This is an optimization exercise on Yosys and OpenROAD, whose aim is small area and a short achievable clock period, not a production implementation. No functional check of the RTL was part of any run shown here. Power is estimated from default activity; no workload was simulated.

## flow/design.v (module list and top-level ports; edited modules follow where they fit)
// module register: 14 lines
// module alu_pre: 590 lines
// module alu_post: 196 lines
// module execute: 30 lines
// module simd_alu_top: 44 lines
module simd_alu_top (
    input  logic         clk,
    input  logic         rst,
    input  logic         overwriteFlags,
    input  logic [2:0]   pcWrEn,
    input  logic [2:0]   ExecuteOp,
    input  logic [127:0] vect1,
    input  logic [127:0] vect2,
    output logic [127:0] vectOut,
    output logic         pcWrEnOut
);
  // ...
==> flow/run.sh <==
#!/bin/bash
# synth_recipe.tcl (not shown) runs the flow's synth.tcl, then flattens the netlist and writes it again
# the make line also repeats each setting of config.mk as NAME=value (left out here)
make -C /OpenROAD-flow-scripts/flow DESIGN_CONFIG=/design/flow/config.mk WORK_HOME=/design/flow/orfs CLKGATE_MAP_FILE= SYNTH_SCRIPT=/design/flow/synth_recipe.tcl finish
==> flow/config.mk <==
export PLATFORM = sky130hd
export DESIGN_NAME = simd_alu_top
export DESIGN_NICKNAME = simd_alu_top
export VERILOG_FILES = /design/flow/design.v
export SDC_FILE = /design/flow/constraint.sdc
export NUM_CORES = 4
export LEC_CHECK = 0
export CAP_MARGIN = 20
export CELL_PAD_IN_SITES_DETAIL_PLACEMENT = 2
export CELL_PAD_IN_SITES_GLOBAL_PLACEMENT = 4
export CORE_MARGIN = 2
export CORE_UTILIZATION = 30
export SETUP_SLACK_MARGIN = 5
export SLEW_MARGIN = 20
==> flow/constraint.sdc <==
create_clock -name core_clock -period 12.0 [get_ports {clk}]
set_input_delay 2.4000 -clock core_clock [delete_from_list [all_inputs] [get_ports {clk}]]
set_output_delay 2.4000 -clock core_clock [all_outputs]
set_load 0.01 [all_outputs]
==> summary.md, run 1 <==
| Metric | Value |
|---|---|
| Yosys top cell area share | `0.215` |
| Combinational power | `11.9 mW` |
| Initial core utilization | `0.301` |
| Post-synthesis xor/xnor area fraction | `0.152` |
| Post-route ant nets | `0` |
| Total die area | `approximately 280000 sq um` |
| Cts repair resizes | `2` |
| Cell Pwr Density | `192 nW/um^2` |
| CTS root buffer | `clkbuf_16` |
| Post-synthesis compound-gate area fraction | `0.178` |
| Rel. slew slack | `0.217` |
| Met3 WL | `around 21000 um` |
| Tapcell count | `between 3000 and 4000` |
| Status | `complete, no violations` |
| Reg2Reg Setup Slack | `5790 ps` |
| CTS buffer count | `102` |
| Die Ht | `534 um` |
| Met1 GRT Util | `0.389` |
| Final Setup Violations | `0` |
| Final WL | `417000 um` |
| Mapped Cells | `9435` |
| Cell area after layout | `95300 sq um` |
| Number of cell rows | `around 190` |
| WL met2 | `between 150000 and 200000 um` |
| Core ar. | `between 200000 and 300000 sq um` |
==> run 2: changes to the inputs <==
==> flow/flow/run.sh (new file) <==
#!/bin/bash
# Standard layout, with one netlist clean-up between synthesis and floorplan:
# flow/fixinv.py removes the inverters that Yosys's full-adder extraction
# leaves between full adders (a full adder is self-dual, so flipping the
# polarity of some adders cancels them). Registers are not touched.
set -euo pipefail
RES=orfs/results/$FLOW_PLATFORM/simd_alu_top/base
bash standard.sh synth > synth.log 2>&1
python3 flow/fixinv.py $RES/1_2_yosys.v $RES/1_2_yosys.fixinv.v > fixinv.log 2>&1
cp $RES/1_2_yosys.v $RES/1_2_yosys.orig.v
mv $RES/1_2_yosys.fixinv.v $RES/1_2_yosys.v
rm -f $RES/1_synth.odb $RES/1_synth.sdc
bash standard.sh > layout.log 2>&1
==> flow/flow/fixinv.py (new file) <==
#!/usr/bin/env python3
"""Removes inverters between full adders in a flat sky130 netlist written by Yosys.

A full adder is self-dual: FA(~a, ~b, ~c) = (~cout, ~sum). Each fa cell may
therefore be "flipped" (its outputs then carry the complements of their
values, and its inputs must be fed complemented) without changing the
circuit. This picks flips greedily to minimise the number of nets that need
an inverted copy, then rewrites the netlist with one inverter per such net.

usage: fixinv.py IN.v OUT.v"""
import re
import sys

INV = re.compile(r"sky130_fd_sc_hd__(clk)?inv_\d+$")
FA = re.compile(r"sky130_fd_sc_hd__fa_\d+$")
OUT_PINS = {"X", "Y", "Q", "Q_N", "SUM", "COUT", "HI", "LO"}

src = open(sys.argv[1]).read()
m = re.search(r"^module\s+(\S+)\s*\((.*?)\);", src, re.S | re.M)
head_end = src.index(";", m.end() - 1) + 1
end = src.rindex("endmodule")
body = re.sub(r"\(\*.*?\*\)", "", src[head_end:end], flags=re.S)

# split the body into statements
stmts = [s.strip() for s in re.split(r";\s*\n", body) if s.strip()]
cells = []          # [type, name, [(pin, net)]]
others = []         # declarations and assigns, kept verbatim
ports_out = set()
cell_re = re.compile(r"^(sky130_fd_sc_hd__\w+)\s+(\S+)\s*\((.*)\)\s*$", re.S)
pin_re = re.compile(r"\.(\w+)\(\s*((?:\\\S+\s)|[^()]*?)\s*\)")
for s in stmts:
    s2 = s.rstrip(";").strip()
    cm = cell_re.match(s2)
    if cm:
        pins = [(p, n.strip()) for p, n in pin_re.findall(cm.group(3))]
        cells.append([cm.group(1), cm.group(2), pins])
    else:
        others.append(s2)
        om = re.match(r"output\s+(?:\[(\d+):(\d+)\]\s+)?(\S+)", s2)
        if om:
            if om.group(1):
                hi, lo = int(om.group(1)), int(om.group(2))
                for i in range(min(hi, lo), max(hi, lo) + 1):
                    ports_out.add(f"{om.group(3)}[{i}]")
            else:
                ports_out.add(om.group(3))
# nets used by assign statements count as fixed loads/drivers: keep them untouched
assign_nets = set()
for s in others:
    if s.startswith("assign"):
        for tok in re.findall(r"\\\S+|[A-Za-z_][\w$]*(?:\[\d+\])?", s[6:]):
            assign_nets.add(tok)

# inverters we may remove: output not a port and not used by an assign
inv_of = {}
removable = set()
for i, (t, name, pins) in enumerate(cells):
    if INV.match(t):
        d = dict(pins)
        y, a = d.get("Y"), d.get("A")
        if y and a and y not in ports_out and y not in assign_nets and a not in assign_nets:
            inv_of[y] = a
            removable.add(i)

def lit(net):
    pol = 0
    seen = 0
    while net in inv_of and seen < 100:
        net = inv_of[net]
        pol ^= 1
        seen += 1
    return net, pol

driver_fa = {}      # base net -> fa cell index
fa_ids = []
for i, (t, name, pins) in enumerate(cells):
    if FA.match(t):
        fa_ids.append(i)
        for p, n in pins:
            if p in ("SUM", "COUT"):
                driver_fa[n] = i

# loads: (cell index, pin, base, pol)
loads = []
for i, (t, name, pins) in enumerate(cells):
    if i in removable:
        continue
    for p, n in pins:
        if p in OUT_PINS:
            continue
        b, pol = lit(n)
        loads.append((i, p, b, pol))

x = {i: 0 for i in fa_ids}
loads_by_net = {}
for k, (i, p, b, pol) in enumerate(loads):
    loads_by_net.setdefault(b, []).append(k)
nets_of_fa = {i: set() for i in fa_ids}
for k, (i, p, b, pol) in enumerate(loads):
    if i in x:
        nets_of_fa[i].add(b)
for b, i in driver_fa.items():
    nets_of_fa[i].add(b)

def need_inv(k):
    i, p, b, pol = loads[k]
    par = pol ^ x.get(driver_fa.get(b, -1), 0)
    if i in x:
        par ^= x[i]
    return par

def net_cost(b):
    return 1 if any(need_inv(k) for k in loads_by_net.get(b, ())) else 0

def total():
    return sum(net_cost(b) for b in loads_by_net)

before = total()
improved = True
rounds = 0
while improved and rounds < 50:
    improved = False
    rounds += 1
    for f in fa_ids:
        nets = nets_of_fa[f]
        c0 = sum(net_cost(b) for b in nets)
        x[f] ^= 1
        c1 = sum(net_cost(b) for b in nets)
        if c1 < c0:
            improved = True
        else:
            x[f] ^= 1
after = total()

# rewrite
new_inv = {}
out_cells = []
for i, (t, name, pins) in enumerate(cells):
    if i in removable:
        continue
    newpins = []
    for p, n in pins:
        if p in OUT_PINS:
            newpins.append((p, n))
            continue
        b, pol = lit(n)
        par = pol ^ x.get(driver_fa.get(b, -1), 0)
        if i in x:
            par ^= x[i]
        if par:
            if b not in new_inv:
                new_inv[b] = f"fixinv_n{len(new_inv)}"
            newpins.append((p, new_inv[b]))
        else:
            newpins.append((p, b))
    out_cells.append((t, name, newpins))

lines = [src[:head_end]]
for s in others:
    lines.append("  " + s + " ;")
for b, nn in new_inv.items():
    lines.append(f"  wire {nn};")
for t, name, pins in out_cells:
    ps = ",\n".join(f"    .{p}({n}{' ' if n.startswith(chr(92)) else ''})" for p, n in pins)
    lines.append(f"  {t} {name} (\n{ps}\n  );")
for k, (b, nn) in enumerate(new_inv.items()):
    bb = b + (" " if b.startswith("\\") else "")
    lines.append(f"  sky130_fd_sc_hd__inv_1 fixinv_{k} (\n    .A({bb}),\n    .Y({nn})\n  );")
lines.append("endmodule")
open(sys.argv[2], "w").write("\n".join(lines) + "\n")
sys.stderr.write(f"fixinv: {len(fa_ids)} full adders, {sum(x.values())} flipped; "
                 f"{len(removable)} inverters removed, {len(new_inv)} inserted "
                 f"(nets needing inversion {before} -> {after})\n")
==> flow/standard.sh (new file) <==
#!/bin/bash
# synth_recipe.tcl (not shown) runs the flow's synth.tcl, then flattens the netlist and writes it again
# the make line also repeats each setting of config.mk as NAME=value (left out here)
make -C /OpenROAD-flow-scripts/flow DESIGN_CONFIG=/design/flow/config.mk WORK_HOME=/design/flow/orfs CLKGATE_MAP_FILE= SYNTH_SCRIPT=/design/flow/synth_recipe.tcl "${@:-finish}"
removed: flow/run.sh
==> summary.md, run 2 <==
| Metric | Value |
|---|---|
| Status | `complete, no violations` |
| Cell Pwr Density | `196 nW/um^2 (+2.2%)` |
| Fin crit share | `0.573` |
| Clock Tree Buf Depth | `4` |
| Placed cell area | `slightly below 90000 sq um` |
| Total die area | `275000 sq um (-3.2%)` |
| Fmax | `145 MHz` |
| NumNets Final | `10214` |
| GR Overflow Total | `0` |
| Final Setup Violations | `0 (unchanged)` |
| Fin Setup TNS | `0 ps` |
| Core ar. | `270000 sq um (-3.2%)` |
| Rel. slew slack | `0.184 (-0.0332)` |
| Share of layout cells above drive strength 1 | `0.0777` |
| Worst reg2reg startpoint | `q_q[408]$_DFF_P_` |
| Die Wd | `525 um` |
| Worst Path Max Fanout | `78` |
| Wirelength per Cell | `33.5 um` |
| Number of H-tree levels | `3` |
| Fin crit period | `6880 ps` |
| Vias after detailed routing | `69235` |
| Clock sinks | `679` |
| CTS buffer count | `102 (unchanged)` |
| Syn. warnings | `3` |
| CTS root buffer | `clkbuf_16` |
| Commonest non-fill, non-tap cell in the layout | `xnor2_1` |
| Design Power | `18.1 mW` |
| Met3 usage | `0.0338` |
| Mapped Cells | `8704 (-7.7%)` |
| Most used routing layer | `met2` |
| Biggest regs | `q_q x541, vectOut x128, a31_q x4` |
| Multi-input logic area | `62100 sq um` |
| First-pass GRT wire length | `around 580000 um` |
| Avg Synthesized Cell Area | `9.35 sq um` |
| GR Util All Layers | `0.292` |
| Pre-CTS setup slack | `3510 ps` |
| GPL Wtd Cong | `0.850` |
| Crit start category | `input pin` |
| Clk slew on worst S/H paths | `60 ps` |
| CTS tree | `done` |
| Hold WS | `520 ps` |
| Crit path kind | `input pin to register` |
| DRC | `0` |
| Syn nets | `10305` |
| Starting DRC count in detailed routing | `5088` |
| Initial core utilization | `0.301 (about the same)` |
| IO Port Bufs | `a little under 400` |
| Vias in the first global route | `75783` |
| Pins Over Slew Limit | `0` |
| Clock insertion delay at the later pin of the skew report | `between 800 and 900 ps` |
| Hold Crit Start | `execute_stage.negative_flag_register.dataOut$_DFFE_PP0P_` |
| Final WL | `411000 um (-1.4%)` |
| CTS Hold Buffers Added | `0` |
| Most frequent cells in the layout | `xnor2_1 (1080), a22oi_1 (910), fa_1 (904), dfxtp_1 (677), inv_1 (663)` |
| Max FFs per register | `541` |
| RSZ-0062 raised after global routing | `yes` |
| Max Cap Viol | `0` |
| CP arrival | `7580 ps` |
| Sequential Area | `roughly 14000 sq um` |
| Critical path capture point type | `register` |
| First drt pass iteration count | `6` |
| Crit. Startpoint | `ExecuteOp[1]` |
| CP cell instances | `buf_8, inv_2, nand2_8, or3_1, inv_1, xnor2_1, fa_1, fa_1, fa_1, fa_1` |
| Largest net degree at the start of global routing | `118` |
| IO Pins | `394` |
| Vias per cell | `approximately 5.6` |
| HP Class | `register to register` |
| Post-route ant nets | `0 (unchanged)` |
| Most used cell along the critical path | `fa_1` |
| Reg with most FFs | `q_q` |
| Final Worst Setup Slack | `5120 ps` |
| Hold Vio Cnt, Final | `0` |
| P_leak | `between 30 and 40 nW` |
| Clk_skew | `78.3 ps` |
| Area grow syn2layout | `13.6%` |
| Met1 GRT Util | `0.393 (+0.00448)` |
| Crit path max-delay cell type | `or3_1` |
| Number of cell rows | `191 (-1.5%)` |
| Max incr delay on CP | `770 ps` |
| Cell area after layout | `92500 sq um (-2.9%)` |
| Initial antenna violation count | `48` |
| Die Ht | `525 um (-1.6%)` |
| CP Data Required Time | `12700 ps` |
| Peak supply drop | `0.623 mV` |
| # fillers | `29296` |
| DP HPWL | `298000 um` |
| Met2 usage | `0.488` |
| Post-synth design cell area | `~81000 sq um` |
| Worst Max-Slew Pin Slew | `approximately 1200 ps` |
[run 2: metal layers]
| layer | up-vias | wire length (um) |
|---|---|---|
| li1 | 29674 | - |
| met1 | 36868 | 183000 |
| met2 | 2148 | 196000 |
| met3 | 529 | 20600 |
| met4 | 16 | 12400 |
| met5 | - | 106 |
[run 2: stage by stage]
stage / std cells / util
after floorplan: 8704 / -
after global placement: 12070 / 0.328
after detailed placement: 12071 / 0.328
after CTS: 12261 / 0.342
after global routing: 12266 / 0.342
final: 12280 / 0.342
[run 2: worst max-delay path: cells and delay by family]
kind / cells / cell delay [ps]
adders and majority gates: 4 / 2060
buffers and inverters: 3 / 1270
and+or+nand+nor: 2 / 1250
xor gates and xnor gates: 1 / 400
[run 2: path summary, 6_finish.rpt]
kind                                                                             to  slack [ps]  cells after the start
max                                                                q_q[251]$_DFF_P_        5120                     10
max reg2reg                execute_stage.negative_flag_register.dataOut$_DFFE_PP0P_        5980                     14
min reg2reg                execute_stage.negative_flag_register.dataOut$_DFFE_PP0P_         520                      1
min in group asynchronous       execute_stage.zeroFlag_register.dataOut$_DFFE_PP0P_        1750                      2
min                        execute_stage.negative_flag_register.dataOut$_DFFE_PP0P_         520                      1
max in group asynchronous  execute_stage.negative_flag_register.dataOut$_DFFE_PP0P_       10130                      2
[run 2: timing repair]
action / 4_1_cts / 5_1_grt
setup buffers: 5 / 0
gates resized for setup: 3 / 8
cloned: 2 / 1
pin swaps: 2 / 1
endpoints found under the setup margin: 114 / 32
[run 2: where the power goes]
part	switching (mW)	internal, mW	leakage [nW]
clock network	1.30	2.01	1.74
registers	0.318	2.96	5.64
logic	7.09	4.47	31.1
[run 2: cell type report]
cell class                 instances  area share
antenna                           18    0.000487
inverter                         669      0.0272
clock inverter                    49     0.00774
tap                             3570      0.0483
sequential                       679       0.147
timing repair buffer             695      0.0668
multi-input combinational       6466       0.671
clock buffer                     134      0.0311
==> run 3: changes to the inputs <==
==> flow/flow/run.sh (replaced) <==
#!/bin/bash
# Standard layout, with one netlist clean-up between synthesis and floorplan:
# flow/fixinv.py removes the inverters that Yosys's full-adder extraction
# leaves between full adders (a full adder is self-dual, so flipping the
# polarity of some adders cancels them). Registers are not touched.
# Timing repair aims at a setup slack of $MARGIN ns at the design's clock.
set -euo pipefail
MARGIN=6.5
RES=orfs/results/$FLOW_PLATFORM/simd_alu_top/base
bash standard.sh synth > synth.log 2>&1
python3 flow/fixinv.py $RES/1_2_yosys.v $RES/1_2_yosys.fixinv.v > fixinv.log 2>&1
cp $RES/1_2_yosys.v $RES/1_2_yosys.orig.v
mv $RES/1_2_yosys.fixinv.v $RES/1_2_yosys.v
rm -f $RES/1_synth.odb $RES/1_synth.sdc
bash standard.sh SETUP_SLACK_MARGIN=$MARGIN finish > layout.log 2>&1
--- a/flow/config.mk
+++ b/flow/config.mk
@@ -10,5 +10,4 @@
 export CELL_PAD_IN_SITES_GLOBAL_PLACEMENT = 4
 export CORE_MARGIN = 2
 export CORE_UTILIZATION = 30
-export SETUP_SLACK_MARGIN = 5
 export SLEW_MARGIN = 20
==> summary.md, run 3 <==
| Metric | Value |
|---|---|
| Comb power frac | `0.656 (+0.019)` |
| Largest net degree at the start of global routing | `88 (-25%)` |
| Clock Tree Buf Depth | `3 (-1)` |
| Die Wd | `525 um (unchanged)` |
| Wirelength per Cell | `35.8 um (+7.0%)` |
| Reg2Reg Depth | `13 (-1)` |
| Met1 GRT Util | `0.434 (+0.0404)` |
| Clk_skew | `68.4 ps (-9.95 ps)` |
| Hold Crit Start | `overwriteFlags_q$_DFF_P_` |
| Final Setup Violations | `0 (unchanged)` |
| Max Cap Viol | `0 (unchanged)` |
| Most frequent cells in the layout | `xnor2_1 (1061), a22oi_1 (861), fa_1 (768), dfxtp_1 (677), inv_1 (612)` |
| Total die area | `275000 sq um (unchanged)` |
| Cell Pwr Density | `180 nW/um^2 (-8.0%)` |
| Clock sinks | `679 (unchanged)` |
| Area grow syn2layout | `26.7%` |
| Avg Synthesized Cell Area | `9.35 sq um (unchanged)` |
| Clock insertion delay at the later pin of the skew report | `790 ps (-90 ps)` |
| Worst Path Max Fanout | `36 (-54%)` |
| # fillers | `28481 (-2.8%)` |
| Post-route ant nets | `0 (unchanged)` |
| Post-synth design cell area | `81400 sq um (unchanged)` |
| Design Power | `18.6 mW (+2.6%)` |
| Vias per cell | `5.81 (+3.1%)` |
| Share of layout cells above drive strength 1 | `0.191 (+0.114)` |
| CP top delay family | `adder cells` |
| Reg-to-reg endpoint | `execute_stage.negative_flag_register.dataOut$_DFFE_PP0P_` |
| DRC | `0 (unchanged)` |
| Number of H-tree levels | `3 (unchanged)` |
| GR Overflow Total | `0 (unchanged)` |
| First drt pass iteration count | `6 (unchanged)` |
| Critical path depth | `16 (+6)` |
| Initial core utilization | `0.301 (unchanged)` |
| Fin crit share | `0.465 (-0.108)` |
| WHS Endpoint | `execute_stage.zeroFlag_register.dataOut$_DFFE_PP0P_` |
| Die Ht | `525 um (unchanged)` |
| CTS Hold Buffers Added | `0 (unchanged)` |
| Vias in the first global route | `78597 (+3.7%)` |
| Dpl cells | `12055 (-0.13%)` |
| Syn. warnings | `3 (unchanged)` |
| Clk pwr share | `0.168 (-0.014)` |
| Final WL | `454000 um (+10%)` |
| Crit start category | `input pin` |
| RSZ-0062 raised after global routing | `yes` |
| Reg2Reg Setup Slack | `6540 ps (+560 ps)` |
| Cell area after layout | `103000 sq um (+12%)` |
| Fin Setup TNS | `0 ps (unchanged)` |
| Commonest non-fill, non-tap cell in the layout | `xnor2_1` |
| Rel. slew slack | `0.278 (+0.0935)` |
| GPL Wtd Cong | `0.852 (+0.31%)` |
| Crit. Startpoint | `vect1[2]` |
| Syn nets | `10305 (unchanged)` |
| Crit path max-delay cell type | `buf_4` |
| Hold WS | `489 ps (-30.6 ps)` |
| Crit path kind | `input pin to register` |
| Hold Crit Depth | `1 (unchanged)` |
| GR Util All Layers | `0.314 (+0.0225)` |
| Sw Ratio | `0.484 (+0.00438)` |
| Most used routing layer | `met2` |
| Peak supply drop | `0.376 mV (-40%)` |
| Fin crit period | `5580 ps (-1300 ps)` |
| Max FFs per register | `541 (unchanged)` |
| Core ar. | `270000 sq um (unchanged)` |
| Max incr delay on CP | `520 ps (-250 ps)` |
| CP arrival | `6210 ps (-1370 ps)` |
| Met2 usage | `0.506 (+0.0175)` |
| Starting DRC count in detailed routing | `6419 (+26%)` |
| DP HPWL | `293000 um (-1.7%)` |
| CTS root buffer | `clkbuf_16` |
| Number of cell rows | `191 (unchanged)` |
| IO Pins | `394 (unchanged)` |
| Worst reg2reg startpoint | `q_q[19]$_DFF_P_` |
| Met3 usage | `0.0435 (+0.00966)` |
| Buf/Inv on CP | `3 (unchanged)` |
| Biggest regs | `q_q x541, vectOut x128, a31_q x4` |
| Pins Over Slew Limit | `0 (unchanged)` |
| Hold Vio Cnt, Final | `0 (unchanged)` |
| CTS buffer count | `94 (-7.8%)` |
| Reg with most FFs | `q_q` |
| Vias after detailed routing | `73627 (+6.3%)` |
| Placed cell area | `89400 sq um (+0.81%)` |
| Mapped Cells | `8704 (unchanged)` |
| NumNets Final | `10610 (+3.9%)` |
| Initial antenna violation count | `54 (+13%)` |
| CP Data Required Time | `12640 ps (-60 ps)` |
| Fin cells | `12671 (+3.2%)` |
| P_leak | `42.8 nW (+11%)` |
| Sw power | `9.01 mW (+3.5%)` |
| CP cell instances | `buf_2, buf_4, nor2_1, a21oi_2, mux2i_2, nand2_1, o21ai_2, mux2i_2, nand2_1, o21ai_0, a22oi_2, fa_2, fa_2, inv_2, fa_1, ha_2` |
| Clk slew on worst S/H paths | `60 ps (about the same)` |
| Int Pwr | `9.59 mW (+1.7%)` |
| Status | `complete, no violations` |
| CTS tree | `done` |
| Critical path capture point type | `register` |
| Fmax | `179 MHz (+23%)` |
| Worst Max-Slew Pin Slew | `1080 ps (-142 ps)` |
| HP Class | `register to register` |
| IO Port Bufs | `393 (unchanged)` |
| Sequential Power Share | `0.177 (-0.004)` |
| First-pass GRT wire length | `623000 um (+6.5%)` |
==> run 3: timing repair <==
| action | in CTS | in global routing |
|---|---|---|
| cloned | 90 | 33 |
| setup buffers | 199 | 106 |
| endpoints found under the setup margin | 434 | 129 |
| resized for setup | 900 | 490 |
| pin swaps | 72 | 123 |
==> run 3: worst register-to-register path, cell delays in order (launching register included) <==
cell and delay [ps]:
dfxtp_1 400, fa_1 470, fa_1 540, ha_1 420, nor3_1 330, nor3b_1 130
a211o_1 390, a41o_1 340, a21o_1 280, a21oi_1 260, o211ai_1 500, xnor2_2 750
o22ai_4 300, o22a_1 250
==> run 3: cell type report <==
| class | instances | area, sq um | share of cell area |
|---|---|---|---|
| diodes | 16 | 40.0 | 0.000388 |
| clock buffers | 123 | 2650 | 0.0257 |
| clock inverters | 49 | 677 | 0.00656 |
| inverters | 669 | 2670 | 0.0259 |
| multi-input cells | 6475 | 65200 | 0.632 |
| flip-flops and latches | 679 | 13600 | 0.132 |
| well taps | 3570 | 4470 | 0.0433 |
| repair buffers | 1084 | 13800 | 0.133 |
| repair inverters | 6 | 43.8 | 0.000425 |
==> run 3: layer usage <==
| layer | up-vias | routed length (um) | part of all wire |
|---|---|---|---|
| met5 | - | 217 | 0.00048 |
| met4 | 30 | 16800 | 0.037 |
| met3 | 730 | 30800 | 0.068 |
| met2 | 3070 | 207000 | 0.46 |
| met1 | 39231 | 200000 | 0.44 |
| li1 | 30566 | - | - |
==> run 3: power groups by stage <==
stage	Sequential [mW]	Clock [mW]	Combinational, mW
floorplan	3.35	0	6.90
global placement	3.33	0	11.5
detailed placement	3.35	0	11.7
CTS	3.31	3.21	12.2
global route	3.35	3.31	13.3
finish	3.29	3.12	12.2
==> run 3: worst max-delay path by stage <==
stage               slack, ps          endpoint
floorplan                6130  q_q[254]$_DFF_P_
global placement         3590  q_q[387]$_DFF_P_
detailed placement       3640  q_q[528]$_DFF_P_
CTS                      6440  q_q[528]$_DFF_P_
global route             6380  q_q[120]$_DFF_P_
finish                   6420  q_q[116]$_DFF_P_
==> run 3: stage by stage <==
stage	worst slack, ps	utilization
final	6420	0.382
after global routing	6380	0.381
after CTS	6440	0.370
after detailed placement	3640	0.331
after global placement	3590	0.331
after floorplan	6130	-

separate check: timing with driven ports:
In the flow no input, the clock included, has a driving cell. The finished layouts below were timed again as built, in two steps. Step 1 (the two cells are an assumption about what drives the block):
set clk [get_ports {clk}]
set_driving_cell -lib_cell sky130_fd_sc_hd__clkbuf_16 $clk
set_driving_cell -lib_cell sky130_fd_sc_hd__buf_2 [delete_from_list [all_inputs] $clk]
Step 2 adds t to the input delays and takes it off the output delays; t is the mean of the earliest and latest rising clock arrival at the registers after step 1. Input paths then give back, and output paths get back, about the clock's delay inside the block. a / b / c = ideal ports / drivers / drivers and shift; a / b = the first two.
run	shift t [ns]	setup WS [ns]	worst slew at a driven data input, ns
run 1	0.941	5.210 / 5.115 / 4.174	0.24
run 2	0.936	5.124 / 5.060 / 4.124	0.24
run 3	0.859	6.422 / 6.188 / 5.328	0.40
After both steps every run listed still meets setup and hold. For run 3, which loses most, drivers alone change the setup slack by -0.234 ns; drivers and shift together by -1.094 ns.
